Context: an optimization exercise on an open-source flow, tuned for small area. The choices shown serve that exercise and are no tape-out recipe. The RTL was checked by simulation tests, not by an equivalence proof against the original design. Power is estimated from default activity; no workload was simulated.

[design/flow/design.v]
module mtm_Alu (
    input  wire clk,    
    input  wire rst_n,  
    input  wire sin,    
    output reg  sout    
);
localparam R_IDLE = 4'b0110, R_TYPE = 4'b0111, R_STOP = 4'b0000, R_RDY = 4'b0010;
reg [3:0] rs;
reg [3:0] rf;     
reg       terr;   
reg [3:0] crc;
reg [2:0] op;
reg [31:0] L, U;
wire rx_bit = rs[3];
wire r_type = ~rs[3] & rs[0];
wire r_stop = ~rs[3] & ~rs[1];
wire r_wait = ~rs[3] & rs[1] & ~rs[0];
wire rdy    = ~rs[3] & ~rs[2] & rs[1];
wire full   = rf[3];
wire cmp    = full & rs[3] & rs[2];       
wire r_end  = full | terr;
always @(posedge clk or negedge rst_n)
    if (!rst_n) begin
        rs <= R_IDLE;
        rf <= 4'd0;
    end else begin
        if (rdy)
            rf <= 4'd0;
        else if (r_stop && !r_end)
            rf <= rf + 4'd1;
        if (r_stop)
            rs <= r_end ? R_RDY : R_IDLE;
        else if (r_wait)
            rs <= sin ? R_IDLE : R_TYPE;
        else
            rs <= rs + 4'd1;
    end
always @(posedge clk) begin
    if (r_type)
        terr <= sin ^ full;
    if ((rf == 4'd0) && !rs[3] && rs[2])
        crc <= 4'd0;
    else if (rx_bit)
        crc <= {crc[3] ^ crc[2] ^ sin, crc[1], crc[0], crc[3] ^ (cmp ? sin : crc[2])};
    if (rx_bit && !cmp)
        op <= {op[1:0], sin};
    if (rx_bit && !full)
        L <= {L[30:0], sin};
end
wire sub   = op[0];
wire arith = op[2];
wire pass  = cmp;
wire [1:0] sel = rs[1:0];                       
reg  [7:0] La;
always @*
    case (sel)
        2'd0: La = L[7:0];
        2'd1: La = L[15:8];
        2'd2: La = L[23:16];
        default: La = L[31:24];
    endcase
wire [7:0] Ub = U[7:0];
wire [7:0] Bx = Ub ^ {8{sub}};
reg        kc;                                  
wire [8:0] cy;
wire [7:0] C8;
assign cy[0] = (sel == 2'd0) ? sub : kc;
genvar i;
generate
    for (i = 0; i < 8; i = i + 1) begin : g_alu
        assign cy[i+1] = (La[i] & Bx[i]) | (La[i] & cy[i]) | (Bx[i] & cy[i]);
        assign C8[i] = arith ? (La[i] ^ Bx[i] ^ cy[i]) : sub ? (La[i] | Ub[i]) : (La[i] & Ub[i]);
    end
endgenerate
always @(posedge clk)
    kc <= cy[8];
wire flag_c = arith & (cy[8] ^ sub);
wire flag_v = arith & (cy[8] ^ cy[7]);
wire crc_bad = |crc;
wire err_op  = full & op[1];
wire err_crc = full & ~op[1] & crc_bad;
wire err_dat = ~full | (~op[1] & ~crc_bad & terr);
wire is_err  = ~full | op[1] | crc_bad | terr;
localparam T_START = 4'b0110;
reg [2:0] tf;
reg [3:0] ts;
reg [3:0] F;      
reg [2:0] tcrc;
wire tx_on  = (tf != 3'd0);
wire ctl_fr = tf[2] & tf[0];
wire t_err  = tf[1];                       
wire tx_bit = tx_on & ts[3];
wire c_bit  = tx_bit & ~ctl_fr;            
wire t_stop = ~ts[3] & ~ts[1];
wire k0     = (ts[2:0] == 3'd0);
wire k_hi   = ts[2] & (ts[1] | ts[0]);     
wire pay = !ctl_fr ? U[31] : k0 ? t_err : k_hi ? tcrc[2] : F[3];
wire out_nxt = !tx_on ? 1'b1 :
               ts[3] ? pay :
               ~ts[1] | (ts[0] & ctl_fr);
always @(posedge clk or negedge rst_n)
    if (!rst_n)
        tf <= 3'd0;
    else if (rdy)
        tf <= is_err ? 3'd7 : 3'd1;
    else if (tx_on && t_stop)
        tf <= ctl_fr ? 3'd0 : tf + 3'd1;
wire tcrc_d = (ctl_fr && k_hi) ? tcrc[0] : pay;
always @(posedge clk) begin
    if (rdy || t_stop)
        ts <= T_START;
    else
        ts <= ts + 4'd1;
    if (rdy)
        tcrc <= {err_crc, err_op, is_err};
    else if (tx_bit && !(ctl_fr && t_err && !k_hi))
        tcrc <= {tcrc[1] ^ tcrc_d ^ tcrc[0], tcrc[0], tcrc_d ^ tcrc[2]};
    if (rdy) begin
        if (is_err)
            F <= {err_dat, err_crc, err_op, err_dat};
    end else if (pass && (sel == 2'd3))
        F <= {flag_c, flag_v, 1'b1, C8[7]};
    else if (c_bit)
        F[1] <= F[1] & ~U[31];
    else if (ctl_fr && tx_bit && !k0)
        F <= {F[2:0], 1'b0};
    if (pass)
        U <= {C8, U[31:8]};
    else if ((rx_bit && rf[2]) || c_bit)
        U <= {U[30:0], L[31]};
    sout <= out_nxt;
end
endmodule
[design/flow/run.sh]
#!/bin/bash
# synth_recipe.tcl (not shown) runs the flow's synth.tcl, then flattens the netlist and writes it again
# the make line also repeats each setting of config.mk as NAME=value (left out here)
make -C /OpenROAD-flow-scripts/flow DESIGN_CONFIG=/design/flow/config.mk WORK_HOME=/design/flow/orfs CLKGATE_MAP_FILE= SYNTH_SCRIPT=/design/flow/synth_recipe.tcl finish
[design/flow/config.mk]
export PLATFORM = sky130hd
export DESIGN_NAME = mtm_Alu
export DESIGN_NICKNAME = mtm_Alu
export VERILOG_FILES = /design/flow/design.v
export SDC_FILE = /design/flow/constraint.sdc
export NUM_CORES = 4
export LEC_CHECK = 0
export ABC_AREA = 1
export CAP_MARGIN = 20
export CORE_MARGIN = 2
export CORE_UTILIZATION = 60
export SLEW_MARGIN = 20
[design/flow/constraint.sdc]
create_clock -name core_clock -period 5.0 [get_ports {clk}]
set_input_delay 1.0000 -clock core_clock [delete_from_list [all_inputs] [get_ports {clk}]]
set_output_delay 1.0000 -clock core_clock [all_outputs]
set_load 0.01 [all_outputs]
==> qor.txt, run 1 <==
commonest non-fill, non-tap cell in the layout -> nand2_1
crit path kind -> register to register
critical path, cell by cell -> inv_1 > ha_2 > nand2_1 > nand3_1 > nand2_1 > nand3_1 > nand2_1 > nand2_1 > fa_1 > fa_1 > fa_1 > fa_1 > fa_1 > inv_1 > fa_1 > fa_1 > nand2_1 > nand3_1 > nor2_1 > a21oi_1 > o21ai_1
RSZ-0062 raised after global routing -> no
Comb pwr share -> 41.2%
worst-margin pin slew -> 0.5799 ns
number of global-route vias before repair -> 3218
Overall Power -> 3.532 mW
num rows -> 32
yosys warns -> 1
Total Wirelength -> 8836 microns
share of cells above drive strength 1 -> 10.27%
Data arrival, critical path -> 4.72 ns
Die Area -> 8879 sq um
CTS tree -> yes
DR vias/cell -> 5.388
GRT Resource Usage Total -> 22.49%
FILL cells -> 654
Routed Antenna Nets -> 0
Starting Density -> 62.56%
antenna cell count -> 0
register area share after synthesis -> 55.89%
Final Max Tran Viols -> 0
largest net degree at the start of global routing -> 48
FF-to-FF End -> F[3]
CTS Sinks -> 96
Pre-antenna DRT Iters -> 5
total placed instance area -> 4962 sq um
Final Worst Setup Slack -> 0.3841 ns
most frequent cells in the layout -> 143 x nand2_1, 75 x edfxtp_1, 51 x inv_1, 31 x nand3_1, 28 x nor2_1
Setup crit start kind -> register
Worst-Skew Late Latency -> 0.36 ns
# hold bufs at CTS -> 0
CP endpoint kind -> register
minimum clock period -> 4.616 ns
Avg WL per Cell -> 14.30 microns
setup TNS -> 0 ns
final core utilization -> 66.31%
most frequent CP cell -> fa_1
outcome -> timing/DRC/antenna clean
Worst EP required -> 5.10 ns
period utilization -> 92.32%
Final Cell Area -> 5177 sq um
Rel. slew slack -> 61.34%
Max VDD drop -> 0.3072 mV
Max Fclk -> 216.6 MHz
first-pass GRT wire length -> 15230 microns
NetSw -> 1.415 mW
switching part of the total power -> 40.07%
DR DRC count -> 0
Synth Cell Area -> 4885 sq um
cell count after synthesis -> 510
Flop pwr share -> 45.0%
Max Cap Violations -> 0
initial antenna violation count -> 0
Die X -> 94.23 microns
leakage -> 2.206 nW
Worst path slowest cell -> dfstp_2
Mapped Nets -> 531
Crit Path Max Fanout -> 8
Layout Skew -> 0.01034 ns
Tightest Hold Check Type -> register to register
worst slack, placed -> 0.3107 ns
PwrDens -> 682.3 nW/um^2
Yosys reg bits -> 96
Vias -> 3330
syn avg cell area -> 9.578 sq um
root buffer cell -> clkbuf_8
total CTS buffers -> 9
slowest stage delay, CP -> 0.63 ns
DP Wirelength -> 6247 microns
Hold Vio Cnt, Final -> 0
I/O Buffers -> 3
Reg-to-Reg Start -> rs[1]
library cells used by synthesis -> 43
CTS max path bufs -> 2
Worst Hold Depth -> 0
Starting DRT DRC Count -> 215
Boundary Pins -> 4
final setup fails -> 0
reg2reg setup slack -> 0.38 ns
Die Y -> 94.23 microns
global route overflow -> 0
internal cell power -> 2.117 mW
Min-Delay Startpoint -> L[25]
number of H-tree levels -> 3
Core Box Area -> 7807 sq um
Clock Pin Slew Worst Setup and Hold Paths -> 0.10 ns
cells on worst reg2reg path -> 21
global placer's final weighted congestion -> 0.8069
clock power share -> 13.8%
P&R area growth vs syn -> 5.994%
Hold Path End -> L[26]
NumNets Final -> 532
critical path, delay by kind of cell (launching register included):
kind                       cells  cell delay (ns)
adders and majority gates      8             2.66
and+or+nand+nor                9             0.71
DFF                            1             0.63
AOI/OAI and AO/OA              2             0.20
buffers and inverters          2             0.16
state kept, by name, summed over array words and instances (netlist names):
register,flops
L,32
crc,4
tf,3
F,4
sout,1
rs,4
rf,4
tcrc,3
terr,1
kc,1
op,3
U,32
ts,4
power by group through the flow:
stage	Combinational [mW]	Sequential (mW)	Clock, mW
floorplan	1.20	1.50	0
global placement	1.40	1.60	0
detailed placement	1.44	1.60	0
CTS	1.45	1.59	0.494
global route	1.70	1.64	0.528
finish	1.45	1.59	0.488
worst max path at each step:
stage               start  endpoint  cells after the start
floorplan           rs[1]      F[2]                     19
global placement    rs[1]      F[2]                     18
detailed placement  rs[1]      F[3]                     20
CTS                 rs[1]      F[2]                     20
global route        rs[1]      F[3]                     19
finish              rs[1]      F[3]                     21
cell families (layout without fill, tap and decap cells):
family,Yosys count,count (layout),share of synthesized area [%]
buf+inv,77,83,6.839
flops,96,96,55.89
fa+ha+maj,18,18,5.686
simple gates,233,233,20.98
compound gates,78,78,9.170
xor+xnor,8,8,1.434
cells in the mapped netlist, drive strengths merged:
master    n  area share [%]
a22o      3            0.54
edfxtp   75              46
inv      58             4.5
o211ai    1            0.15
dfxtp    10             4.1
nor3      3            0.41
a211oi    2            0.31
a21boi    5            0.77
clkinv    1           0.077
ha       11             2.8
or2      11             1.4
nand4     2            0.26
xor2      6             1.1
and3      2            0.26
nand3b    3            0.46
o21ai    42             4.4
o21a      1            0.15
nand3    33             3.7
nor3b     1            0.15
a21oi    22             2.3
buf      15             2.1
fa        7             2.9
nand2   145              11
xnor2     2            0.36
clkbuf    3            0.23
a31oi     1            0.44
nor2     33             3.0
dfrtp     9             4.6
a31o      1            0.18
dfstp     2             1.1
final cells by class:
cell class              instances  area [sq um]  area share [%]
repair buffers                  8         67.56           1.305
clock inverters                 5         37.54          0.7250
multi-input cells             337          1841           35.55
well taps                     102         127.6           2.465
clock buffers                  11         151.4           2.924
flip-flops and latches         96          2731           52.75
inverters                      59         221.5           4.277
metrics by stage:
stage          instances  hold WS (ns)
2_1_floorplan        510        0.4179
3_3_place_gp         601        0.4271
3_5_place_dp         601        0.4261
4_1_cts              617        0.4561
5_1_grt              618        0.4657
6_report             618        0.4580
metal layers:
layer,track usage [%],wire length [microns]
met4,8.454,202
met3,3.612,244
met1,32.05,4241
met5,0,0
met2,35.00,4148
what timing repair did:
item                       4_1_cts  5_1_grt
setup endpoints to repair        0        2
gates resized for setup          0        5
setup buffers                    0        1
==> run 2, diff against run 1 <==
--- a/design/flow/design.v
+++ b/design/flow/design.v
@@ -95,5 +95,6 @@
 wire k0     = (ts[2:0] == 3'd0);
 wire k_hi   = ts[2] & (ts[1] | ts[0]);     
-wire pay = !ctl_fr ? U[31] : k0 ? t_err : k_hi ? tcrc[2] : F[3];
+wire k7     = ts[2] & ts[1] & ts[0];
+wire pay = !ctl_fr ? U[31] : (k0 | (k7 & t_err)) ? t_err : (k_hi & ~t_err) ? tcrc[2] : F[3];
 wire out_nxt = !tx_on ? 1'b1 :
                ts[3] ? pay :
@@ -113,6 +114,6 @@
         ts <= ts + 4'd1;
     if (rdy)
-        tcrc <= {err_crc, err_op, is_err};
-    else if (tx_bit && !(ctl_fr && t_err && !k_hi))
+        tcrc <= 3'd0;
+    else if (tx_bit)
         tcrc <= {tcrc[1] ^ tcrc_d ^ tcrc[0], tcrc[0], tcrc_d ^ tcrc[2]};
     if (rdy) begin
@@ -124,5 +125,5 @@
         F[1] <= F[1] & ~U[31];
     else if (ctl_fr && tx_bit && !k0)
-        F <= {F[2:0], 1'b0};
+        F <= {F[2:0], F[2]};
     if (pass)
         U <= {C8, U[31:8]};
==> run 2 against run 1 <==
  * Routed wire length up 1.2%
  * Highest routed layer unchanged
  * Synthesized cell count decreased by 6.7%
  * Combinational power about the same
  * Largest cell class unchanged
  * Synthesized area fell by 3.5%
  * Sequential share of layout area grew 1.2 points
  * Power up 2.5%
  * Still clean
  * Sequential power rose by 4%
==> qor.txt, run 2 <==
Yosys reg bits -> 96
cells on worst reg2reg path -> 18
Total Wirelength -> 8941 microns
Boundary Pins -> 4
Pre-antenna DRT Iters -> 5
Setup crit start kind -> register
syn avg cell area -> 9.904 sq um
yosys warns -> 1
PwrDens -> 722.9 nW/um^2
num rows -> 32
Synth Cell Area -> 4715 sq um
cell count after synthesis -> 476
Max Fclk -> 213.8 MHz
root buffer cell -> clkbuf_8
gr busiest metal -> met2
top-count cell post-synth -> nand2_1
Clock Pin Slew Worst Setup and Hold Paths -> 0.09 ns
Commonest cells post-synth -> 99 x nand2_1, 72 x edfxtp_1, 51 x inv_1
FF-to-FF End -> F[3]
crit path kind -> register to register
biggest regs -> L x32, U x32
P&R area growth vs syn -> 6.210%
Layout Skew -> 0.01025 ns
fraction of registers with async set/reset -> 11.46%
global placer's final weighted congestion -> 0.8386
CP endpoint -> F[3]
antenna cell count -> 0
Hold Vio Cnt, Final -> 0
global route overflow -> 0
FILL cells -> 650
ranking of synthesized cells by area -> edfxtp_1 46%, nand2_1 7.9%, dfxtp_1 5.5%, o21ai_0 5.1%, dfrtp_1 4.8%
# hold bufs at CTS -> 0
top cell type's share of synthesized area -> 45.86%
Worst Hold Depth -> 0
Rel. slew slack -> 45.83%
Max Cap Violations -> 0
Max VDD drop -> 0.3582 mV
I/O Buffers -> 3
minimum clock period -> 4.678 ns
EDFF count, synth -> 72
Vias -> 3262
outcome -> timing/DRC/antenna clean
most frequent cells in the layout -> 99 x nand2_1, 72 x edfxtp_1, 51 x inv_1, 48 x o21ai_0, 38 x nor2_1
share of cells above drive strength 1 -> 8.125%
worst-margin pin slew -> 0.8116 ns
critical path startpoint -> rs[1]
register area share after synthesis -> 57.27%
number of global-route vias before repair -> 3057
Starting DRT DRC Count -> 226
Starting Density -> 61.33%
leakage -> 2.078 nW
Worst-Skew Late Latency -> 0.36 ns
DR vias/cell -> 5.605
routing usage on met2 -> 35.71%
DP Wirelength -> 6169 microns
final setup fails -> 0
commonest non-fill, non-tap cell in the layout -> nand2_1
CTS Sinks -> 96
GR Layer Usage met3 -> 5.370%
first-pass GRT wire length -> 14840 microns
initial antenna violation count -> 0
Die Y -> 92.64 microns
Reg-to-Reg Start -> rs[1]
Data arrival, critical path -> 4.77 ns
Die Area -> 8582 sq um
Final Max Tran Viols -> 0
CTS max path bufs -> 2
setup TNS -> 0 ns
number of H-tree levels -> 3
Yosys top cell by area -> edfxtp_1
Overall Power -> 3.620 mW
reg2reg setup slack -> 0.32 ns
library cells used by synthesis -> 39
total CTS buffers -> 9
Tightest Hold Check Type -> register to register
Mapped Nets -> 497
GRT Resource Usage Total -> 22.47%
Post-CTS Setup Bufs -> 0
Routed Antenna Nets -> 0
NumNets Final -> 496
RSZ-0062 raised after global routing -> no
largest net degree at the start of global routing -> 44
Worst EP required -> 5.09 ns
period utilization -> 93.56%
Core Box Area -> 7687 sq um
Main synth FF type -> edfxtp_1
CP endpoint kind -> register
Crit Path Max Fanout -> 8
DR DRC count -> 0
Die X -> 92.64 microns
met1 GRT Util -> 31.14%
Avg WL per Cell -> 15.36 microns
CTS tree -> yes
==> run 2: logic make-up after synthesis <==
kind of cell               share of synthesized area (%)
and+or+nand+nor                                    15.45
xor gates and xnor gates                           2.601
adders and majority gates                          5.892
DFF                                                57.27
AOI/OAI and AO/OA                                  12.29
buffers and inverters                              6.502
==> run 2: worst min path at each step <==
stage	start	endpoint	slack (ns)
floorplan	op[0]	op[1]	0.42
global placement	L[19]	L[20]	0.44
detailed placement	L[0]	L[1]	0.44
global route	L[0]	L[1]	0.46
finish	L[0]	L[1]	0.45
CTS	L[0]	L[1]	0.45
==> run 2: metal layers <==
layer  share of wire [%]  wire [microns]  vias up
met4                 1.6             147        0
li1                    -               -     1608
met3                 5.2             467       13
met1                  46            4071     1537
met2                  48            4254      104
met5                   0               0        -
==> run 2: cell type report <==
cell class	instances	area, sq um	area share (%)
Tap cell	102	127.6	2.549
Sequential cell	96	2701	53.95
Clock inverter	7	70.07	1.399
Clock buffer	9	123.9	2.474
Inverter	57	214.0	4.273
Timing Repair Buffer	6	52.55	1.049
Multi-Input combinational cell	305	1718	34.31
==> run 2: power by group <==
group	internal [mW]	leakage [nW]	switching (mW)
clock network	0.232	0.101	0.272
logic	0.557	1.05	0.909
registers	1.37	0.929	0.275
total	2.16	2.08	1.46
==> run 2: timing repair <==
action / 4_1_cts / 5_1_grt
resized for setup: 0 / 4
hold endpoints to repair: 0 / 0
endpoints found under the setup margin: 0 / 1
==> run 2: stage by stage <==
step	cells	area (sq um)	setup slack (ns)	hold WS, ns	util, %
floorplan	476	4715	0.5548	0.4244	-
global placement	566	4805	0.3983	0.4390	62.50
detailed placement	566	4805	0.2465	0.4389	62.50
CTS	582	4999	0.2022	0.4526	65.02
global route	582	5007	0.009848	0.4607	65.14
finish	582	5007	0.3219	0.4502	65.14
==> run 2: worst max-delay path, stage by stage (launching register included) <==
cell      delay [ns]
dfstp_2         0.60
inv_2           0.08
ha_2            0.22
a22o_1          0.21
o22ai_1         0.19
inv_1           0.10
fa_1            0.46
fa_1            0.39
fa_1            0.39
fa_1            0.38
fa_1            0.36
inv_1           0.08
fa_2            0.23
fa_1            0.21
inv_1           0.07
o21ai_0         0.16
a211oi_1        0.08
a21oi_1         0.12
o21ai_0         0.09
==> run 3, diff against run 2 <==
==> design/flow/flow/run.sh (new file) <==
#!/bin/bash
# Own layout flow: the standard synthesis, then the combinational logic between the
# registers is mapped again by ABC with an area-oriented script (registers, full adders
# and the design's ports are kept as they are), then the standard layout from the
# floorplan on. Each tool's output goes to a log file of its own in this folder.
set -euo pipefail
HERE=$(pwd)
FLOWDIR=$HERE/flow
RES=$HERE/orfs/results/${FLOW_PLATFORM}/mtm_Alu/base
LIB=$FLOW_HOME/platforms/${FLOW_PLATFORM}/lib/sky130_fd_sc_hd__tt_025C_1v80.lib
YOSYS=$FLOW_HOME/../tools/install/yosys/bin/yosys
[[ -x $YOSYS ]] || YOSYS=$(command -v yosys)

# 1. standard synthesis
bash standard.sh synth > $HERE/log_1_standard_synth.txt 2>&1

# 2. re-map the combinational logic
cp $RES/1_2_yosys.v $HERE/standard_1_2_yosys.v
python3 $FLOWDIR/unmap.py $LIB $HERE/standard_1_2_yosys.v $HERE/unmapped.v fa_ > $HERE/log_2_unmap.txt 2>&1
DONTUSE=""
for c in $(sed -n '/DONT_USE_CELLS/,/^$/p' $FLOW_HOME/platforms/${FLOW_PLATFORM}/config.mk | grep -o 'sky130_fd_sc_hd__[a-z0-9_]*'); do
  DONTUSE="$DONTUSE -dont_use $c"
done
cat > $HERE/resynth.ys <<EOY
read_liberty -lib $LIB
read_verilog $HERE/unmapped.v
hierarchy -check -top $FLOW_TOP
techmap
opt -fast
opt_clean
abc -liberty $LIB $DONTUSE -script $FLOWDIR/abc_area.scr -D 5000
opt_clean -purge
hilomap -singleton -hicell sky130_fd_sc_hd__conb_1 HI -locell sky130_fd_sc_hd__conb_1 LO
splitnets
opt_clean -purge
insbuf -buf sky130_fd_sc_hd__buf_4 A X
check -assert
tee -o $HERE/resynth_stat.txt stat -liberty $LIB
write_verilog -noattr -noexpr -nohex -nodec $HERE/resynth.v
EOY
$YOSYS -s $HERE/resynth.ys > $HERE/log_3_resynth.txt 2>&1
cp $HERE/resynth.v $RES/1_2_yosys.v
touch $RES/1_2_yosys.v

# 3. standard layout from the floorplan on
bash standard.sh > $HERE/log_4_standard_layout.txt 2>&1
==> design/flow/flow/abc_area.scr (new file) <==
strash; dch -f; amap; topo; stime -c
==> design/flow/flow/unmap.py (new file) <==
#!/usr/bin/env python3
"""Turn a mapped sky130hd netlist back into generic logic: combinational cells become
assign statements from their liberty functions; sequential cells stay as instances."""
import re,sys
lib, src, dst = sys.argv[1], sys.argv[2], sys.argv[3]
KEEP=tuple(sys.argv[4].split(",")) if len(sys.argv)>4 else ("@",)
cells={}
cur=None; pin=None; depth=0
text=open(lib).read()
for m in re.finditer(r'cell\s*\(\s*"?(\w+)"?\s*\)\s*\{', text):
    pass
# crude block parser
i=0
cellre=re.compile(r'\bcell\s*\(\s*"?(\w+)"?\s*\)\s*\{')
pos=0
while True:
    m=cellre.search(text,pos)
    if not m: break
    name=m.group(1); j=m.end(); d=1
    while d:
        c=text[j]
        if c=='{': d+=1
        elif c=='}': d-=1
        j+=1
    body=text[m.end():j]; pos=j
    seq = bool(re.search(r'\b(ff|latch|statetable)\s*\(',body))
    funcs={}
    for pm in re.finditer(r'\bpin\s*\(\s*"?(\w+)"?\s*\)\s*\{',body):
        k=pm.end(); dd=1
        while dd:
            c=body[k]
            if c=='{': dd+=1
            elif c=='}': dd-=1
            k+=1
        pb=body[pm.end():k]
        f=re.search(r'\bfunction\s*:\s*"([^"]*)"',pb)
        dirm=re.search(r'\bdirection\s*:\s*"?(\w+)"?',pb)
        if dirm and dirm.group(1)=='output' and f: funcs[pm.group(1)]=f.group(1)
    cells[name]=(seq,funcs)
net=open(src).read()
out=[]
inst=re.compile(r'^\s*(sky130_fd_sc_hd__\w+)\s+(\S+)\s*\((.*?)\);',re.S|re.M)
last=0; body=[]
def conv(expr,pins):
    e=expr.replace('!','~')
    def sub(mm):
        p=mm.group(0)
        return '('+pins[p]+' )' if p in pins else p
    return re.sub(r'\b[A-Za-z_]\w*\b',sub,e)
res=[]
for m in inst.finditer(net):
    res.append(net[last:m.start()])
    typ,name,pbody=m.group(1),m.group(2),m.group(3)
    pins={k:v.strip() for k,v in re.findall(r'\.(\w+)\(([^()]*?)\)\s*,?',pbody)}
    seq,funcs=cells[typ]
    if seq or not funcs or typ.split("__")[1].startswith(KEEP):
        res.append(m.group(0))
    else:
        for o,f in funcs.items():
            if o in pins and pins[o]:
                res.append(f'  assign {pins[o]}  = {conv(f,pins)};\n')
    last=m.end()
res.append(net[last:])
open(dst,'w').write(''.join(res))
==> design/flow/standard.sh (new file) <==
#!/bin/bash
# synth_recipe.tcl (not shown) runs the flow's synth.tcl, then flattens the netlist and writes it again
# the make line also repeats each setting of config.mk as NAME=value (left out here)
make -C /OpenROAD-flow-scripts/flow DESIGN_CONFIG=/design/flow/config.mk WORK_HOME=/design/flow/orfs CLKGATE_MAP_FILE= SYNTH_SCRIPT=/design/flow/synth_recipe.tcl "${@:-finish}"
removed: design/flow/run.sh
==> run 3 against run 2 <==
  * Clock power grew 9.5%
  * Still clean
  * Combinational power shrank about 10%
  * Maximum frequency grew 0.86%
  * Routed wire length shrank 5.4%
  * Clock skew grew 0.0037 ns
==> qor.txt, run 3 <==
NetSw -> 1.303 mW
P&R area growth vs syn -> 11.10%
Avg WL per Cell -> 16.98 microns
CP endpoint kind -> register
CTS Sinks -> 96
DP Wirelength -> 5988 microns
antenna cell count -> 0
number of non-filler instances in the completed layout -> 498
RSZ-0062 raised after global routing -> no
DR vias/cell -> 5.976
Final Cell Area -> 4722 sq um
total CTS buffers -> 9
Die Area -> 7773 sq um
Routed Antenna Nets -> 0
Starting DRT DRC Count -> 230
Resized Gates After CTS -> 0
initial antenna violation count -> 0
most frequent cells in the layout -> 72 x edfxtp_1, 53 x nor2_1, 39 x clkinv_1, 36 x nand2_1, 32 x a21oi_1
outcome -> timing/DRC/antenna clean
Mapped Nets -> 381
Clock Pin Slew Worst Setup and Hold Paths -> 0.09 ns
NumNets Final -> 407
CTS max path bufs -> 2
leakage -> 1.623 nW
Total Wirelength -> 8458 microns
Reg-to-Reg Start -> rs[1]
# hold bufs at CTS -> 0
PwrDens -> 725.8 nW/um^2
FF+latch area -> 2700 sq um
global route overflow -> 0
Starting Density -> 62.22%
period utilization -> 92.76%
Boundary Pins -> 4
Crit Path Max Fanout -> 4
Worst-Skew Late Latency -> 0.36 ns
Worst EP required -> 5.10 ns
Data arrival, critical path -> 4.73 ns
Overall Power -> 3.427 mW
DR DRC count -> 0
Max Fclk -> 215.6 MHz
yosys warns -> 1
area taken by multi-input logic gates -> 1421 sq um
Die Y -> 88.17 microns
I/O Buffers -> 3
dpl cells -> 482
clock power share -> 16.1%
largest net degree at the start of global routing -> 44
Max VDD drop -> 0.3437 mV
crit path kind -> register to register
Die X -> 88.17 microns
cell count after synthesis -> 371
Comb pwr share -> 38.6%
worst-margin pin slew -> 0.5383 ns
internal cell power -> 2.124 mW
biggest regs -> L x32, U x32
Vias -> 2976
number of global-route vias before repair -> 2916
share of cells above drive strength 1 -> 7.463%
Setup crit start kind -> register
Layout Skew -> 0.01397 ns
first-pass GRT wire length -> 14020 microns
num rows -> 30
CP endpoint -> F[2]
FILL cells -> 518
reg2reg setup slack -> 0.36 ns
switching part of the total power -> 38.01%
GRT Resource Usage Total -> 24.03%
Post-CTS Setup Bufs -> 0
Pre-antenna DRT Iters -> 7
cells on worst reg2reg path -> 17
root buffer cell -> clkbuf_8
setup TNS -> 0 ns
Max Cap Violations -> 0
commonest non-fill, non-tap cell in the layout -> edfxtp_1
number of H-tree levels -> 3
minimum clock period -> 4.638 ns
Synth Cell Area -> 4250 sq um
final setup fails -> 0
Core Box Area -> 6832 sq um
global placer's final weighted congestion -> 0.8464
syn avg cell area -> 11.46 sq um
CTS tree -> yes
final core utilization -> 69.12%
total placed instance area -> 4504 sq um
Rel. slew slack -> 64.11%
critical path startpoint -> rs[1]
Flop pwr share -> 45.3%
FF-to-FF End -> F[2]
Final Max Tran Viols -> 0
Hold Vio Cnt, Final -> 0
Tightest Hold Check Type -> register to register
## run 3: worst min-delay path by stage
stage / startpoint / to / cells after the start
after global placement: L[30] / L[31] / 0
after floorplan: L[30] / L[31] / 0
after CTS: L[30] / L[31] / 0
after global routing: L[30] / L[31] / 0
after detailed placement: L[30] / L[31] / 0
final: L[30] / L[31] / 0
## run 3: through the flow
stage                     hold slack [ns]  worst slack (ns)
final                              0.4540            0.3618
after global routing               0.4611          0.009879
after CTS                          0.4542            0.3502
after detailed placement           0.4338            0.3819
after global placement             0.4236            0.4590
after floorplan                    0.4211            0.4515
## run 3: power by group through the flow
stage | clock, mW | combinational, mW | sequential [mW]
after detailed placement | 0 | 1.32 | 1.57
final | 0.552 | 1.32 | 1.55
after global routing | 0.593 | 1.51 | 1.59
after CTS | 0.562 | 1.33 | 1.55
after global placement | 0 | 1.28 | 1.56
after floorplan | 0 | 0.983 | 1.50
## run 3: critical path, stage by stage (launching register included)
cell      delay [ns]
dfstp_2         0.57
nor2_1          0.06
a222oi_1        0.34
nand2_1         0.14
and2_0          0.19
nor2_1          0.10
nor2_1          0.06
fa_1            0.37
fa_1            0.39
fa_1            0.40
fa_1            0.40
fa_1            0.37
clkinv_1        0.07
fa_1            0.24
fa_1            0.27
a21oi_1         0.11
a32oi_1         0.21
o21ai_0         0.11
## run 3: cell type report
type                       count  share of cell area, %
tap                           96                  2.544
clock inverter                 6                  1.908
sequential                    96                  57.18
multi-input combinational    237                  30.10
inverter                      38                  3.021
timing repair buffer          15                  2.544
clock buffer                  10                  2.703
## run 3: routing by layer
metal / global-route usage, % / share of wire (%)
met4: 7.989 / 1.5
met3: 4.618 / 4.4
met2: 39.58 / 50
met1: 32.40 / 44
met5: 0 / 0
==> run 4, diff against run 3 <==
--- a/design/flow/flow/run.sh
+++ b/design/flow/flow/run.sh
@@ -43,4 +43,4 @@
 touch $RES/1_2_yosys.v
 
-# 3. standard layout from the floorplan on
-bash standard.sh > $HERE/log_4_standard_layout.txt 2>&1
+# 3. standard layout from the floorplan on; the clock tree without dummy loads
+bash standard.sh finish "CTS_ARGS=-sink_clustering_enable -repair_clock_nets -dont_use_dummy_load" > $HERE/log_4_standard_layout.txt 2>&1
--- a/design/flow/config.mk
+++ b/design/flow/config.mk
@@ -10,3 +10,4 @@
 export CORE_MARGIN = 2
 export CORE_UTILIZATION = 60
+export GPL_TIMING_DRIVEN = 0
 export SLEW_MARGIN = 20
==> run 4 against run 3 <==
  * Largest cell class unchanged
  * Core utilization decreased by 0.71 points
  * Critical path type unchanged
  * Routed wire length decreased by 0.51%
  * Cell area decreased by 1.0%
  * Maximum frequency decreased by 3.7%
  * Hold slack got worse by 0.010 ns
  * Count of clock-buffer cells in the layout decreased by 1
  * Worst setup slack got worse by 0.18 ns
  * Final cell count decreased by 2.4%
  * Sequential power about the same
  * Critical path depth unchanged
==> qor.txt, run 4 <==
critical path startpoint -> rs[1]
DR DRC count -> 0
most frequent CP cell -> fa_1
NetSw -> 1.286 mW
DP Wirelength -> 5893 microns
CTS Sinks -> 96
Final Worst Setup Slack -> 0.1850 ns
Max VDD drop -> 0.3664 mV
PwrDens -> 708.5 nW/um^2
Max Fclk -> 207.7 MHz
antenna cell count -> 0
initial antenna violation count -> 0
number of global-route vias before repair -> 2818
largest net degree at the start of global routing -> 28
minimum clock period -> 4.815 ns
Max Cap Violations -> 0
Mapped Nets -> 381
CP Buf/Inv Count -> 1
Clock Pin Slew Worst Setup and Hold Paths -> 0.09 ns
Routed Antenna Nets -> 0
period utilization -> 96.30%
commonest non-fill, non-tap cell in the layout -> edfxtp_1
critical path, cell by cell -> nor2_2 > a222oi_1 > nand2_1 > and2_0 > nor2_1 > nor2_1 > fa_1 > fa_1 > fa_1 > fa_1 > fa_1 > clkinv_1 > fa_2 > fa_2 > nand2_1 > o311ai_1 > o21ai_1
leakage -> 1.579 nW
Hold Slack -> 0.4437 ns
CP endpoint kind -> register
clock power share -> 11.8%
final core utilization -> 68.41%
DR vias/cell -> 6.132
global route overflow -> 0
Final Max Tran Viols -> 0
first-pass GRT wire length -> 13740 microns
# hold bufs at CTS -> 0
num rows -> 30
slowest stage delay, CP -> 0.58 ns
yosys warns -> 1
global placer's final weighted congestion -> 0.8649
cell family with most CP delay -> adder cells
Min-Delay Startpoint -> L[20]
Total Wirelength -> 8415 microns
Worst path slowest cell -> dfstp_2
Crit Path Max Fanout -> 10
Vias -> 2980
share of cells above drive strength 1 -> 6.410%
crit path kind -> register to register
syn avg cell area -> 11.46 sq um
Worst-Skew Late Latency -> 0.36 ns
Starting DRT DRC Count -> 203
Flop pwr share -> 46.8%
total CTS buffers -> 9
Layout Skew -> 0.02155 ns
Core Box Area -> 6832 sq um
Synth Cell Area -> 4250 sq um
Reg-to-Reg Start -> rs[1]
NumNets Final -> 402
Comb pwr share -> 41.4%
CTS max path bufs -> 2
Avg WL per Cell -> 17.31 microns
number of H-tree levels -> 3
I/O Buffers -> 3
outcome -> timing/DRC/antenna clean
Overall Power -> 3.311 mW
Rel. slew slack -> 43.06%
worst slack, placed -> -0.1401 ns
setup TNS -> 0 ns
GRT Resource Usage Total -> 23.98%
biggest regs -> L x32, U x32
Tightest Hold Check Type -> register to register
Worst EP required -> 5.21 ns
worst-margin pin slew -> 0.8488 ns
Boundary Pins -> 4
Die Y -> 88.17 microns
root buffer cell -> clkbuf_8
Hold Vio Cnt, Final -> 0
Data arrival, critical path -> 5.03 ns
P&R area growth vs syn -> 9.950%
internal cell power -> 2.025 mW
most frequent cells in the layout -> 72 x edfxtp_1, 52 x nor2_1, 38 x clkinv_1, 36 x nand2_1, 32 x a21oi_1
Pre-antenna DRT Iters -> 5
Die Area -> 7773 sq um
final setup fails -> 0
switching part of the total power -> 38.85%
Setup crit start kind -> register
cell count after synthesis -> 371
Starting Density -> 62.22%
CTS tree -> yes
Die X -> 88.17 microns
==> run 4: final timing paths <==
path / end / slack, ns / cells past startpoint
max: F[0] / 0.18 / 17
min: L[21] / 0.44 / 0
max reg2reg: F[0] / 0.18 / 17
min reg2reg: L[21] / 0.44 / 0
max in group asynchronous: rs[2] / 3.66 / 1
min in group asynchronous: rf[0] / 0.97 / 1
==> run 4: what timing repair did <==
| item | CTS | global route |
|---|---|---|
| resized for setup | 0 | 5 |
| cloned | 0 | 0 |
| endpoints found under the hold margin | 0 | 0 |
| endpoints found under the setup margin | 4 | 4 |
| pin swaps | 0 | 2 |
| setup buffers | 1 | 2 |
==> run 4: per-layer routing <==
metal / global-route usage, % / vias up / routed length, microns
met2: 37.53 / 68 / 4113
li1: - / 1446 / -
met1: 32.98 / 1451 / 3792
met5: 0 / - / 0
met3: 5.372 / 15 / 362
met4: 9.366 / 0 / 148
==> run 4: worst reg2reg max path, delay by kind of cell (launching register included) <==
family,cells,cell delay (ns)
adders and majority gates,7,2.67
and+or+nand+nor,6,0.66
AOI/OAI and AO/OA,3,0.67
DFF,1,0.58
buffers and inverters,1,0.07
==> run 4: metrics by stage <==
step                cells  area [sq um]
finish                486          4673
detailed placement    474          4514
global route          486          4673
CTS                   484          4646
global placement      470          4405
floorplan             371          4255
==> run 4: power by group through the flow <==
stage | sequential, mW | clock [mW] | combinational (mW)
6_report | 1.55 | 0.392 | 1.37
5_1_grt | 1.59 | 0.435 | 1.55
4_1_cts | 1.55 | 0.400 | 1.34
3_5_place_dp | 1.57 | 0 | 1.33
3_3_place_gp | 1.57 | 0 | 1.20
2_1_floorplan | 1.50 | 0 | 0.983
==> run 4: layout make-up <==
type	count	area, sq um
Clock buffer	9	123.9
Fill cell	536	2158
Inverter	38	142.6
Multi-Input combinational cell	237	1444
Sequential cell	96	2700
Tap cell	96	120.1
Timing Repair Buffer	10	142.6
==> run 5, diff against run 4 <==
--- a/design/flow/config.mk
+++ b/design/flow/config.mk
@@ -10,4 +10,3 @@
 export CORE_MARGIN = 2
 export CORE_UTILIZATION = 60
-export GPL_TIMING_DRIVEN = 0
 export SLEW_MARGIN = 20
==> run 5 against run 4 <==
  * Sequential power is essentially flat
  * Critical path depth is the same
  * Hold slack gained 0.0059 ns
  * Non-clock buffer count grew 5
  * Synthesized cell count is the same
  * Combinational power shrank 3%
  * Count of clock-buffer cells in the layout is the same
  * Power shrank 1.2%
  * First-iteration DRC count grew 3.0%
  * Core utilization shrank 0.66 points
  * Largest power group unchanged
  * Synthesized area is the same
==> qor.txt, run 5 <==
most frequent cells in the layout -> 72 x edfxtp_1, 53 x nor2_1, 38 x clkinv_1, 36 x nand2_1, 32 x a21oi_1
biggest regs -> L x32, U x32
Worst path slowest cell -> dfstp_2
yosys warns -> 1
setup TNS -> 0 ns
number of global-route vias before repair -> 2909
first-pass GRT wire length -> 14010 microns
number of H-tree levels -> 3
Worst EP required -> 5.08 ns
global route overflow -> 0
Layout Skew -> 0.02652 ns
Worst-Skew Late Latency -> 0.36 ns
switching part of the total power -> 38.75%
Final Worst Setup Slack -> 0.3610 ns
CP Buf/Inv Count -> 1
Setup crit start kind -> register
global placer's final weighted congestion -> 0.8464
Synth Cell Area -> 4250 sq um
PwrDens -> 706.7 nW/um^2
most frequent CP cell -> fa_1
I/O Buffers -> 3
minimum clock period -> 4.639 ns
cell count after synthesis -> 371
DR DRC count -> 0
Boundary Pins -> 4
Clock Pin Slew Worst Setup and Hold Paths -> 0.09 ns
critical path, cell by cell -> nor2_1 > a222oi_1 > nand2_1 > and2_0 > nor2_1 > nor2_1 > fa_1 > fa_1 > fa_1 > fa_1 > fa_1 > clkinv_1 > fa_1 > fa_1 > a21oi_1 > a32oi_1 > o21ai_0
Hold Vio Cnt, Final -> 0
cell family with most CP delay -> adder cells
Data arrival, critical path -> 4.72 ns
Rel. slew slack -> 64.22%
final setup fails -> 0
NetSw -> 1.267 mW
# hold bufs at CTS -> 0
clock power share -> 11.9%
Final Max Tran Viols -> 0
Vias -> 2965
num rows -> 30
Crit Path Max Fanout -> 4
share of cells above drive strength 1 -> 6.329%
reg2reg setup slack -> 0.36 ns
DR vias/cell -> 6.039
Starting Density -> 62.22%
Final Cell Area -> 4628 sq um
crit path kind -> register to register
antenna cell count -> 0
Routed Antenna Nets -> 0
DP Wirelength -> 5988 microns
Max Fclk -> 215.6 MHz
Total Wirelength -> 8481 microns
syn avg cell area -> 11.46 sq um
commonest non-fill, non-tap cell in the layout -> edfxtp_1
slowest stage delay, CP -> 0.55 ns
Flop pwr share -> 47.5%
Mapped Nets -> 381
internal cell power -> 2.003 mW
Tightest Hold Check Type -> register to register
NumNets Final -> 407
worst slack, placed -> 0.3819 ns
Pre-antenna DRT Iters -> 5
leakage -> 1.578 nW
period utilization -> 92.78%
Max VDD drop -> 0.3225 mV
GRT Resource Usage Total -> 24.07%
Starting DRT DRC Count -> 209
outcome -> timing/DRC/antenna clean
RSZ-0062 raised after global routing -> no
root buffer cell -> clkbuf_8
Core Box Area -> 6832 sq um
P&R area growth vs syn -> 8.890%
CP endpoint kind -> register
Comb pwr share -> 40.6%
Hold Slack -> 0.4496 ns
total CTS buffers -> 9
Max Cap Violations -> 0
initial antenna violation count -> 0
Avg WL per Cell -> 17.27 microns
total placed instance area -> 4504 sq um
largest net degree at the start of global routing -> 44
Die Y -> 88.17 microns
Die X -> 88.17 microns
CTS max path bufs -> 2
CTS Sinks -> 96
worst-margin pin slew -> 0.5367 ns
Die Area -> 7773 sq um
CTS tree -> yes
## run 5: changes by cell type in the layout (fill, tap and decap cells not counted), sizes merged
cell,before,now
buf,7,12
## run 5: area by class of cell
class,instances,area [sq um]
Sequential cell,96,2700
Fill cell,528,2203
Multi-Input combinational cell,237,1421
Inverter,38,142.6
Clock buffer,9,123.9
Timing Repair Buffer,15,120.1
Tap cell,96,120.1
## run 5: metrics by stage
stage               utilization [%]  std cells  power, mW
floorplan                         -        371      2.479
finish                        67.75        491      3.271
global placement              65.93        482      2.831
detailed placement            65.93        482      2.884
global route                  67.75        491      3.535
CTS                           67.75        491      3.280
## run 5: power groups by stage
| stage | clock network (mW) | registers [mW] | logic (mW) |
|---|---|---|---|
| finish | 0.389 | 1.55 | 1.33 |
| detailed placement | 0 | 1.57 | 1.32 |
| global placement | 0 | 1.56 | 1.28 |
| floorplan | 0 | 1.50 | 0.983 |
| global route | 0.428 | 1.59 | 1.52 |
| CTS | 0.399 | 1.55 | 1.33 |
## run 5: path summary, 6_finish.rpt
| check | from | to | depth (start not counted) |
|---|---|---|---|
| min in group asynchronous | rst_n | tf[2] | 1 |
| max in group asynchronous | rst_n | rs[1] | 1 |
| max | rs[1] | F[2] | 17 |
| min | L[22] | L[23] | 0 |
| min reg2reg | L[22] | L[23] | 0 |
| max reg2reg | rs[1] | F[2] | 17 |
## run 5: timing repair
| item | in CTS | in global routing |
|---|---|---|
| buffers inserted | 0 | 0 |
| resized for setup | 0 | 1 |
| setup endpoints to repair | 0 | 1 |
## run 5: routing by layer
metal  vias to the layer above  part of all wire (%)  wire [microns]  track usage (%)
li1                       1451                     -               -                -
met2                        54                    50            4212            39.51
met5                         -                     0               0                0
met3                        13                   3.8             324            4.901
met4                         0                   1.4             121            7.989
met1                      1447                    45            3823            32.38
==> run 6, diff against run 5 <==
--- a/design/flow/config.mk
+++ b/design/flow/config.mk
@@ -7,6 +7,7 @@
 export LEC_CHECK = 0
 export ABC_AREA = 1
-export CAP_MARGIN = 20
+export CAP_MARGIN = 0
 export CORE_MARGIN = 2
 export CORE_UTILIZATION = 60
-export SLEW_MARGIN = 20
+export GPL_TIMING_DRIVEN = 0
+export SLEW_MARGIN = 0
==> run 6 against run 5 <==
  * Highest routed layer unchanged
  * Critical path type unchanged
  * Final cell count shrank 1.2%
  * Hold slack got worse by 0.0076 ns
  * Via count decreased by 0.30%
  * Flip-flop and latch count is the same
  * Critical endpoint is now F[0]
  * Non-clock buffer count shrank 6
==> qor.txt, run 6 <==
outcome -> timing/DRC/antenna clean
Starting DRT DRC Count -> 231
I/O Buffers -> 3
met1 GRT Util -> 32.77%
Max Cap Violations -> 0
Routed Antenna Nets -> 0
CP Buf/Inv Count -> 1
yosys warns -> 1
share of cells above drive strength 1 -> 6.170%
Min-Delay Startpoint -> L[20]
gr busiest metal -> met2
DR vias/cell -> 6.095
Rel. slew slack -> 29.57%
most frequent cells in the layout -> 72 x edfxtp_1, 52 x nor2_1, 38 x clkinv_1, 36 x nand2_1, 32 x a21oi_1
number of non-filler instances in the completed layout -> 485
most frequent CP cell -> fa_1
cell count after synthesis -> 371
DP Wirelength -> 5761 microns
slowest stage delay, CP -> 0.57 ns
GR Layer Usage met3 -> 5.090%
biggest regs -> L x32, U x32
period utilization -> 95.33%
Tightest Hold Check Type -> register to register
Worst Hold Depth -> 0
Core Box Area -> 6832 sq um
NumNets Final -> 401
final core utilization -> 67.77%
Clock Pin Slew Worst Setup and Hold Paths -> 0.09 ns
PwrDens -> 711.9 nW/um^2
crit path kind -> register to register
Crit Path Max Fanout -> 10
Max VDD drop -> 0.3207 mV
Die X -> 88.17 microns
global placer's final weighted congestion -> 0.8649
CP endpoint kind -> register
Avg WL per Cell -> 17.25 microns
Die Y -> 88.17 microns
worst-margin pin slew -> 1.048 ns
DR DRC count -> 0
CTS tree -> yes
Worst EP required -> 5.21 ns
root buffer cell -> clkbuf_8
number of H-tree levels -> 3
syn avg cell area -> 11.46 sq um
largest net degree at the start of global routing -> 33
Mapped Nets -> 381
CP endpoint -> F[0]
num rows -> 30
leakage -> 1.562 nW
Final Max Tran Viols -> 0
total placed instance area -> 4473 sq um
WP depth -> 17
Worst path slowest cell -> dfstp_2
FILL cells -> 535
Vias -> 2956
Reg-to-Reg Start -> rs[1]
CTS max path bufs -> 2
Max Fclk -> 209.8 MHz
CTS Sinks -> 96
Pre-antenna DRT Iters -> 5
commonest non-fill, non-tap cell in the layout -> edfxtp_1
number of global-route vias before repair -> 2757
dpl cells -> 473
Synth Cell Area -> 4250 sq um
total CTS buffers -> 9
Data arrival, critical path -> 4.98 ns
routing usage on met2 -> 36.84%
Boundary Pins -> 4
P&R area growth vs syn -> 8.920%
global route overflow -> 0
cells on worst reg2reg path -> 17
Setup crit start kind -> register
reg2reg setup slack -> 0.23 ns
Final Cell Area -> 4629 sq um
critical path startpoint -> rs[1]
FF-to-FF End -> F[0]
Hold Vio Cnt, Final -> 0
minimum clock period -> 4.766 ns
Die Area -> 7773 sq um
first-pass GRT wire length -> 13650 microns
cell family with most CP delay -> adder cells
critical path, cell by cell -> nor2_2 > a222oi_1 > nand2_1 > and2_0 > nor2_1 > nor2_1 > fa_1 > fa_1 > fa_1 > fa_2 > fa_1 > clkinv_1 > fa_2 > fa_2 > nand2_1 > o311ai_1 > o21ai_1
GRT Resource Usage Total -> 23.66%
Total Wirelength -> 8365 microns
final setup fails -> 0
Starting Density -> 62.22%
Worst-Skew Late Latency -> 0.36 ns
Overall Power -> 3.296 mW
Layout Skew -> 0.02266 ns
initial antenna violation count -> 0
antenna cell count -> 0
## run 6: final cells by class
class	count	area, sq um	area share [%]
clock buffers	9	123.9	2.676
repair buffers	9	106.4	2.297
flip-flops and latches	96	2700	58.32
inverters	38	142.6	3.081
well taps	96	120.1	2.595
multi-input cells	237	1436	31.03
## run 6: worst min-delay path by stage
stage            end
6_report       L[21]
4_1_cts        L[21]
5_1_grt        L[28]
3_3_place_gp   L[31]
2_1_floorplan  L[31]
3_5_place_dp   L[31]
## run 6: what timing repair did
item                                    in CTS  in global routing
gates resized for setup                      0                  7
pin swaps                                    0                  3
buffers inserted                             1                  2
cloned                                       0                  0
endpoints found under the setup margin       4                  4
hold buffers                                 0                  0
## run 6: per-layer routing
layer / vias to the layer above / routed length, microns / part of all wire (%)
met5: - / 0 / 0
li1: 1439 / - / -
met4: 0 / 174 / 2.1
met1: 1434 / 3902 / 47
met3: 16 / 321 / 3.8
met2: 67 / 3967 / 47
## run 6: per-stage QoR
stage	TNS (ns)	worst slack [ns]	hold slack [ns]
floorplan	0	0.4515	0.4211
global placement	-57.18	-1.490	0.4279
detailed placement	-0.3479	-0.1431	0.4326
CTS	0	0.02191	0.4464
global route	-0.02415	-0.01426	0.4590
finish	0	0.2336	0.4420
## run 6: where the power goes
group / switching [mW] / internal, mW
logic: 0.829 / 0.525
clock network: 0.230 / 0.162
registers: 0.223 / 1.33
==> run 7, diff against run 6 <==
--- a/design/flow/design.v
+++ b/design/flow/design.v
@@ -5,5 +5,5 @@
     output reg  sout    
 );
-localparam R_IDLE = 4'b0110, R_TYPE = 4'b0111, R_STOP = 4'b0000, R_RDY = 4'b0010;
+localparam R_IDLE = 4'b0110, R_TYPE = 4'b0111, R_STOP = 4'b0000, R_RDY = 4'b0001;
 reg [3:0] rs;
 reg [3:0] rf;     
@@ -13,8 +13,8 @@
 reg [31:0] L, U;
 wire rx_bit = rs[3];
-wire r_type = ~rs[3] & rs[0];
-wire r_stop = ~rs[3] & ~rs[1];
-wire r_wait = ~rs[3] & rs[1] & ~rs[0];
-wire rdy    = ~rs[3] & ~rs[2] & rs[1];
+wire r_type = ~rs[3] & rs[2] & rs[0];
+wire r_stop = ~rs[3] & ~rs[2] & ~rs[0];
+wire r_wait = ~rs[3] & (rs[2] ^ rs[0]);
+wire rdy    = ~rs[3] & ~rs[2] & rs[0];
 wire full   = rf[3];
 wire cmp    = full & rs[3] & rs[2];       
@@ -48,33 +48,43 @@
         L <= {L[30:0], sin};
 end
-wire sub   = op[0];
-wire arith = op[2];
-wire pass  = cmp;
-wire [1:0] sel = rs[1:0];                       
-reg  [7:0] La;
+reg [2:0] tf;     
+reg [3:0] ts;     
+wire sub     = op[0];
+wire arith   = op[2];
+wire pass_rx = full & ~(rs[3] ^ rs[2]);                 
+wire pass_tx = (tf == 3'd1) & ~ts[3] & ts[2] & ts[1];   
+wire pass    = pass_rx | pass_tx;
+wire [2:0] sel = pass_rx ? {~rs[3], rs[1:0]} : {1'b1, ts[1:0]};    
+reg  [3:0] La;
 always @*
     case (sel)
-        2'd0: La = L[7:0];
-        2'd1: La = L[15:8];
-        2'd2: La = L[23:16];
-        default: La = L[31:24];
+        3'd0: La = L[3:0];
+        3'd1: La = L[7:4];
+        3'd2: La = L[11:8];
+        3'd3: La = L[15:12];
+        3'd4: La = L[19:16];
+        3'd5: La = L[23:20];
+        3'd6: La = L[27:24];
+        default: La = L[31:28];
     endcase
-wire [7:0] Ub = U[7:0];
-wire [7:0] Bx = Ub ^ {8{sub}};
+wire [3:0] Ub = U[3:0];
+wire [3:0] Bx = Ub ^ {4{sub & arith}};
 reg        kc;                                  
-wire [8:0] cy;
-wire [7:0] C8;
-assign cy[0] = (sel == 2'd0) ? sub : kc;
+wire [4:0] cy;
+wire [3:0] C4;
+assign cy[0] = (sel == 3'd0) ? sub : kc;
 genvar i;
 generate
-    for (i = 0; i < 8; i = i + 1) begin : g_alu
-        assign cy[i+1] = (La[i] & Bx[i]) | (La[i] & cy[i]) | (Bx[i] & cy[i]);
-        assign C8[i] = arith ? (La[i] ^ Bx[i] ^ cy[i]) : sub ? (La[i] | Ub[i]) : (La[i] & Ub[i]);
+    for (i = 0; i < 4; i = i + 1) begin : g_alu
+        wire cin = arith ? cy[i] : sub;
+        wire co  = (La[i] & Bx[i]) | (La[i] & cin) | (Bx[i] & cin);
+        assign cy[i+1] = co;
+        assign C4[i] = arith ? (La[i] ^ Bx[i] ^ cin) : co;
     end
 endgenerate
 always @(posedge clk)
-    kc <= cy[8];
-wire flag_c = arith & (cy[8] ^ sub);
-wire flag_v = arith & (cy[8] ^ cy[7]);
+    kc <= cy[4];
+wire flag_c = arith & (cy[4] ^ sub);
+wire flag_v = arith & (cy[4] ^ cy[3]);
 wire crc_bad = |crc;
 wire err_op  = full & op[1];
@@ -83,6 +93,4 @@
 wire is_err  = ~full | op[1] | crc_bad | terr;
 localparam T_START = 4'b0110;
-reg [2:0] tf;
-reg [3:0] ts;
 reg [3:0] F;      
 reg [2:0] tcrc;
@@ -120,6 +128,6 @@
         if (is_err)
             F <= {err_dat, err_crc, err_op, err_dat};
-    end else if (pass && (sel == 2'd3))
-        F <= {flag_c, flag_v, 1'b1, C8[7]};
+    end else if (pass_tx && ts[0])
+        F <= {flag_c, flag_v, 1'b1, C4[3]};
     else if (c_bit)
         F[1] <= F[1] & ~U[31];
@@ -127,5 +135,5 @@
         F <= {F[2:0], F[2]};
     if (pass)
-        U <= {C8, U[31:8]};
+        U <= {C4, U[31:4]};
     else if ((rx_bit && rf[2]) || c_bit)
         U <= {U[30:0], L[31]};
--- a/design/flow/config.mk
+++ b/design/flow/config.mk
@@ -7,7 +7,6 @@
 export LEC_CHECK = 0
 export ABC_AREA = 1
-export CAP_MARGIN = 0
+export CAP_MARGIN = 20
 export CORE_MARGIN = 2
 export CORE_UTILIZATION = 60
-export GPL_TIMING_DRIVEN = 0
-export SLEW_MARGIN = 0
+export SLEW_MARGIN = 20
==> run 7 against run 6 <==
  * First-iteration DRC count decreased by 14%
  * Clock skew decreased by 0.0029 ns
  * Power increased by 6.2%
  * Die area decreased by 1.2%
  * Clock power about the same
  * Count of clock-buffer cells in the layout unchanged
  * Critical endpoint unchanged
  * Largest power group unchanged
==> qor.txt, run 7 <==
Reg-to-Reg Start -> rs[2]
Final Max Tran Viols -> 0
Starting DRT DRC Count -> 199
Die Y -> 87.62 microns
global route overflow -> 0
worst-margin pin slew -> 0.8373 ns
CTS max path bufs -> 2
first-pass GRT wire length -> 13500 microns
CP endpoint kind -> register
Hold Vio Cnt, Final -> 0
Data arrival, critical path -> 4.79 ns
Hold Path End -> L[26]
minimum clock period -> 4.737 ns
Total Wirelength -> 8087 microns
share of cells above drive strength 1 -> 14.43%
NetSw -> 1.317 mW
FF-to-FF End -> F[0]
syn avg cell area -> 11.85 sq um
P&R area growth vs syn -> 14.61%
final core utilization -> 70.77%
num rows -> 30
Worst EP required -> 5.05 ns
Tightest Hold Check Type -> register to register
biggest regs -> L x32, U x32
Boundary Pins -> 4
Core Box Area -> 6794 sq um
DP Wirelength -> 5782 microns
number of H-tree levels -> 3
CTS tree -> yes
root buffer cell -> clkbuf_8
Die Area -> 7677 sq um
Avg WL per Cell -> 16.71 microns
final setup fails -> 0
Clock Pin Slew Worst Setup and Hold Paths -> 0.08 ns
largest net degree at the start of global routing -> 37
yosys warns -> 1
Hold Slack -> 0.4408 ns
clock power share -> 11.1%
Rel. slew slack -> 43.97%
Max VDD drop -> 0.3221 mV
PwrDens -> 727.9 nW/um^2
Comb pwr share -> 39.2%
GRT Resource Usage Total -> 23.49%
switching part of the total power -> 37.62%
Routed Antenna Nets -> 0
Worst-Skew Late Latency -> 0.35 ns
cells on worst reg2reg path -> 21
Die X -> 87.62 microns
crit path kind -> register to register
Min-Delay Startpoint -> L[25]
Starting Density -> 61.75%
DR vias/cell -> 5.897
Pre-antenna DRT Iters -> 5
CTS Sinks -> 96
most frequent cells in the layout -> 72 x edfxtp_1, 42 x nor2_1, 41 x clkinv_1, 28 x o22a_1, 21 x buf_4
Max Fclk -> 211.1 MHz
commonest non-fill, non-tap cell in the layout -> edfxtp_1
antenna cell count -> 0
setup TNS -> 0 ns
initial antenna violation count -> 0
Worst Hold Depth -> 0
NumNets Final -> 397
period utilization -> 94.75%
Max Cap Violations -> 0
Setup crit start kind -> register
DR DRC count -> 0
Mapped Nets -> 361
Crit Path Max Fanout -> 5
leakage -> 1.628 nW
outcome -> timing/DRC/antenna clean
Synth Cell Area -> 4195 sq um
Overall Power -> 3.500 mW
number of global-route vias before repair -> 2787
Layout Skew -> 0.01975 ns
global placer's final weighted congestion -> 0.9242
Flop pwr share -> 49.7%
I/O Buffers -> 3
cell count after synthesis -> 354
internal cell power -> 2.183 mW
total CTS buffers -> 9
Vias -> 2854
reg2reg setup slack -> 0.26 ns
## run 7: changes by cell type in the layout (fill, tap and decap cells not counted), moves of 3 or more
cell / previous run / this run
nand2_1: 36 / 15
a21oi_1: 32 / 15
o22a_1: 15 / 28
buf_4: 3 / 21
nor3_4: 1 / 6
a222oi_1: 8 / 4
nor2_1: 52 / 42
nor2b_1: 2 / 5
clkinv_1: 38 / 41
a22o_1: 0 / 4
a211oi_1: 7 / 0
a22oi_1: 3 / 6
## run 7: timing repair
item	CTS	global route
setup buffers	0	0
pin swaps	1	2
resized for setup	12	20
endpoints found under the setup margin	3	4
hold buffers	0	0
## run 7: layout make-up
| cell class | count | area [sq um] |
|---|---|---|
| clock buffers | 9 | 123.9 |
| fillers | 480 | 1986 |
| inverters | 46 | 182.7 |
| multi-input cells | 212 | 1483 |
| flip-flops and latches | 96 | 2700 |
| well taps | 96 | 120.1 |
| repair buffers | 25 | 198.9 |
## run 7: power groups by stage
stage / Combinational (mW) / Clock [mW] / Sequential, mW
floorplan: 0.942 / 0 / 1.64
CTS: 1.31 / 0.403 / 1.73
detailed placement: 1.29 / 0 / 1.74
finish: 1.37 / 0.390 / 1.74
global placement: 1.26 / 0 / 1.74
global route: 1.55 / 0.431 / 1.79
## run 7: how the worst max path moves through the flow
stage,from,endpoint,slack [ns],cells after the start
after floorplan,rs[2],F[3],0.03,22
after global placement,rs[2],F[3],0.13,22
after detailed placement,rs[2],F[3],-0.02,22
after CTS,rs[2],F[3],0.04,22
after global routing,rs[2],F[0],-0.03,21
final,rs[2],F[0],0.26,21
## run 7: worst max-delay path, cell delays in order (launching register included)
cell and delay [ns]:
dfstp_2 0.59, clkinvlp_4 0.15, a211oi_4 0.26, clkinv_2 0.16, o22ai_4 0.21, inv_4 0.09
nor3_4 0.21, a22oi_1 0.09, and3_1 0.19, fa_1 0.45, clkinv_1 0.05, o21ai_0 0.08
fa_1 0.39, clkinv_1 0.06, o21ai_1 0.06, fa_2 0.36, clkinv_1 0.07, o21ai_1 0.07
fa_2 0.53, o22ai_1 0.08, a22oi_1 0.17, o21ai_0 0.10
## run 7: stage by stage
stage / area [sq um] / std cells / setup slack [ns]
2_1_floorplan: 4228 / 354 / 0.03367
3_3_place_gp: 4557 / 475 / 0.1346
3_5_place_dp: 4557 / 475 / -0.02433
4_1_cts: 4728 / 484 / 0.03512
5_1_grt: 4808 / 484 / -0.02768
6_report: 4808 / 484 / 0.2625
## run 7: layer usage
metal  vias up  track usage, %  share of wire, %
met5         -               0                 0
met4         0           7.413               1.3
met3         8           6.880               2.9
met2        38           36.36                49
met1      1382           32.40                47
li1       1426               -                 -

## static timing again, ports no longer ideal
The flow's constraints put no driver on any port. The routed layouts listed below were extracted and timed again, unchanged, in two steps. Step 1 (the two cells are an assumption about what drives the block):
set clk [get_ports {clk}]
set_driving_cell -lib_cell sky130_fd_sc_hd__clkbuf_16 $clk
set_driving_cell -lib_cell sky130_fd_sc_hd__buf_2 [delete_from_list [all_inputs] $clk]
Step 2 moves the port delays by t, midway between the first and last clock arrival at a register: inputs arrive t later, outputs are due t later. That takes back most of the time a late clock gives input paths. a / b / c = no drivers / after step 1 / after step 2; a / b = the first two.
| run | t (ns) | setup WS [ns] | worst setup path after step 2 | worst slew at a driven data input, ns | pins driven straight from the clock port |
|---|---|---|---|---|---|
| run 1 | 0.383 | 0.384 / 0.384 / 0.384 | register to register | 0.03 | 1 |
| run 2 | 0.385 | 0.322 / 0.322 / 0.322 | register to register | 0.03 | 1 |
| run 3 | 0.382 | 0.362 / 0.362 / 0.362 | register to register | 0.03 | 1 |
| run 4 | 0.382 | 0.185 / 0.185 / 0.185 | register to register | 0.03 | 1 |
| run 5 | 0.381 | 0.361 / 0.361 / 0.361 | register to register | 0.03 | 1 |
| run 6 | 0.379 | 0.234 / 0.234 / 0.234 | register to register | 0.03 | 1 |
| run 7 | 0.377 | 0.263 / 0.263 / 0.263 | register to register | 0.03 | 1 |
After both steps every run listed still meets setup and hold.
